What follows belongs to an exercise in optimizing a design on an open flow for small area, a short achievable clock period and few clock cycles; a production flow would make more cautious choices. In this exercise RTL edits were held to simulation tests only and were not proved equivalent to the original.

== v7 ==
Design fft, start of the top module:
module fft(
	rst_n,
	clk,
	data1,
	fft_go,
	fft_done,
	fft_res
);
	input rst_n;
	input clk;
	input signed [7:0] data1;
	input fft_go;
	output reg fft_done;
	output reg [15:0] fft_res;
	localparam [8:0] OUT0 = 9'd255;              
	localparam [8:0] LAST = OUT0 + 9'd127;       
	reg        run;
	reg  [8:0] cnt;
	always @(posedge clk or negedge rst_n)
		if (!rst_n) begin
			run <= 1'b0;
			cnt <= 9'd0;
		end else if (fft_go) begin
			run <= 1'b1;
			cnt <= 9'd1;
		end else if (run) begin
			cnt <= cnt + 9'd1;
			if (cnt == LAST)
				run <= 1'b0;
		end
	always @(posedge clk)
		fft_done <= run & ~fft_go & (cnt >= OUT0 - 9'd1) & (cnt <= LAST - 9'd1);
	reg  bypA, bypB, bypC, modeA, modeB, modeC;
	reg  inj0, osel0, lo1, inj1, osel1, inj2, osel2;
	reg  [1:0] lo2;
	reg  inj3, osel3, inj4, osel4, inj5, osel5, inj6, osel6, sel6;
	reg  [5:0] tw3, tw4, tw5, tw6;
	wire [6:0] c7 = cnt[6:0];
	wire [6:0] pA = c7 - 7'd2;       
	wire [6:0] pB = c7 - 7'd65;
	wire [6:0] pC = c7 - 7'd95;
	wire [6:0] j0 = c7 - 7'd109, q0 = c7 - 7'd110;      
	wire [6:0] p1 = c7 - 7'd110, j1 = c7 - 7'd112, q1 = c7 - 7'd114;
	wire [6:0] p2 = c7 - 7'd114, j2 = c7 - 7'd117, q2 = c7 - 7'd121;
	wire [6:0] p3 = c7 - 7'd121, j3 = c7 - 7'd124, q3 = c7 - 7'd132;
	wire [6:0] p4 = c7 - 7'd132, j4 = c7 - 7'd135, q4 = c7 - 7'd151;
	wire [6:0] p5 = c7 - 7'd151, j5 = c7 - 7'd154, q5 = c7 - 7'd186;
	wire [6:0] p6 = c7 - 7'd186, j6 = c7 - 7'd189, q6 = c7 - 7'd253;
	always @(posedge clk) begin
		bypA <= pA[6] & ~pA[0];
		bypB <= pB[5] & ~pB[1];
		bypC <= pC[4] & ~pC[2];
		modeA <= cnt <= 9'd129;
		modeB <= cnt <= 9'd192;
		modeC <= cnt <= 9'd222;
		inj0 <= j0[0];  osel0 <= q0[0];
		lo1 <= p1[0];   inj1 <= j1[1];  osel1 <= q1[1];
		lo2 <= p2[1:0]; inj2 <= j2[2];  osel2 <= q2[2];
		tw3 <= {p3[2:0], 3'd0}; inj3 <= j3[3]; osel3 <= q3[3];
		tw4 <= {p4[3:0], 2'd0}; inj4 <= j4[4]; osel4 <= q4[4];
		tw5 <= {p5[4:0], 1'd0}; inj5 <= j5[5]; osel5 <= q5[5];
		tw6 <= p6[5:0];
		inj6 <= j6[6] & (cnt >= 9'd250);
		osel6 <= q6[6];
		sel6 <= cnt >= 9'd249;
	end
	function automatic [8:0] mul127(input [7:0] x);
		begin
			if (x == 8'h80)
				mul127 = 9'h181;                     
  ...
Settings: LEC_CHECK=0, CAP_MARGIN=20, CORE_MARGIN=2, CORE_UTILIZATION=48, CTS_CLUSTER_DIAMETER=60, CTS_CLUSTER_SIZE=30, PLACE_DENSITY=0.62, SETUP_SLACK_MARGIN=5.0, SLEW_MARGIN=20; clock period 8.0 ns.
run.sh (not shown) runs the stock make flow with config.mk's settings and CLKGATE_MAP_FILE= SYNTH_SCRIPT=/design/flow/synth_recipe.tcl, a recipe that flattens the netlist after the stock synthesis.
Testbench counts of v7, summed over its fixed seeds: cycles 18,384.
[inputs] v12 vs v7
- changing CTS_CLUSTER_DIAMETER from 60 to 70
- changing CORE_UTILIZATION from 48 to 46
- changing CTS_CLUSTER_SIZE from 30 to 35
[summary]
v12 ran to completion and came out clean on the timing, DRC and antenna checks. In the flow results for v7 and v12, the delay of the slowest cell on the worst path is larger on v7. On post-placement cell area, v7 tracks v12 almost exactly. Routed wire length improves in v12 relative to v7. For v12, the endpoint of the worst setup timing path was fft_res[14], unlike v7, where it was fft_res[13]. v7 -> v12: detailed-route wire length on metal 1 decreased slightly. Fmax: v12 above v7. Diff v7 -> v12: sequential share of layout area saw an increase; placeable core region saw an increase; post-synthesis to final-layout area growth saw a decrease; total of clock buffers placed in the layout saw a decrease.
What v40 does differently from v12 at the input level:
- CTS_CLUSTER_DIAMETER changed from 70 to 90
- PLACE_DENSITY removed (was 0.62)
- CTS_CLUSTER_SIZE changed from 35 to 32
- CORE_UTILIZATION changed from 46 to 42
==> summary.txt <==
- Timing, DRC, antenna: 0 failures across v12 and v40
- First-pass GRT wire length: higher on v40
- Going from v12 to v40, post-CTS setup buffer count shrinks by 1.
- Delta (v40 minus v12): minimum clock period after layout shows an increase of 0.022 ns; count of clock-net buffers in the final layout has decreased.
- v40: final cell count about 2.3% above v12
- Changes observed in v40 relative to v12: sum of routed wire length over all layers grew by 2.3%, growth of design area from synthesis to finish moved down.
Changes in v24 relative to v40:
- a change of CORE_UTILIZATION from 42 to 40
- a change of CTS_CLUSTER_DIAMETER from 90 to 80
[summary]
v24 — hold slack 0.0045 ns higher, v40 as reference
Compared with v40, v24 shows a lower post-layout minimum cycle time.
[compare] base=v40 new=v24: slack of the critical path up 0.041 ns, total routing resource utilization after global routing -1.1 points, die area has increased, maximum single-stage delay on the critical path down 0.02 ns, area used by sequential logic in the layout now sits at about the same level.
v24 ended with less number of ordinary and repair buffers in the finished layout than v40.

* * *

Setup of before:
Starting RTL as in the previous note.
Settings: LEC_CHECK=0, CAP_MARGIN=20, CORE_MARGIN=2, CORE_UTILIZATION=40, CTS_CLUSTER_DIAMETER=70, CTS_CLUSTER_SIZE=35, SETUP_SLACK_MARGIN=5.0, SLEW_MARGIN=20; clock period 8.0 ns.
before closes out successfully: all stages finished, all timing, DRC and antenna checks passed.
Testbench counts of before, summed over its fixed seeds: cycles 18,384.
Setup changes, before to after
-- flow/config.mk --
<<< before, line 8
export CAP_MARGIN = 20
>>> after, line 8
export CAP_MARGIN = 10
<<< before, line 11
export CTS_CLUSTER_DIAMETER = 70
export CTS_CLUSTER_SIZE = 35
>>> after, line 11
export CTS_CLUSTER_DIAMETER = 80
export CTS_CLUSTER_SIZE = 32
<<< before, line 14
export SLEW_MARGIN = 20
>>> after, line 14
export SLEW_MARGIN = 10
- after did not stop at any stage, and its layout met the timing, DRC and antenna checks.
- Routed length on met2 | after above before
- Changes observed in after relative to before: combined flip-flop and latch cell area stayed essentially flat; post-cts gate resize count grew by 0.60%.

what the ideal ports hide:
The results above use ideal ports. As a check the final layouts listed here were re-extracted and re-timed, cells and wires unchanged.
Step 1 sets driving cells, clkbuf_16 on the clock port and buf_2 on the other inputs (assumed; they add their load-dependent delay and slew).
Step 2 times the ports against the registers' clock, not the clock port: input delays grow and output delays shrink by t, the midpoint of the rising clock arrivals with the driver on.
a / b / c = ideal / step 1 / step 2; a / b = the first two.
run	t (ns)	setup slack, ns	pins driven straight from the clock port
v7	0.912	5.006 / 4.919 / 4.165	1
v12	0.908	5.046 / 4.962 / 4.242	1
v40	0.913	5.025 / 4.938 / 4.200	1
v24	0.888	5.066 / 4.980 / 4.237	1
before	0.897	5.040 / 4.957 / 4.238	1
after	0.887	5.052 / 4.968 / 4.230	1
After both steps setup and hold are still met in every run listed. For v7, which loses most, drivers alone change the setup slack by -0.087 ns; drivers and shift together by -0.841 ns.
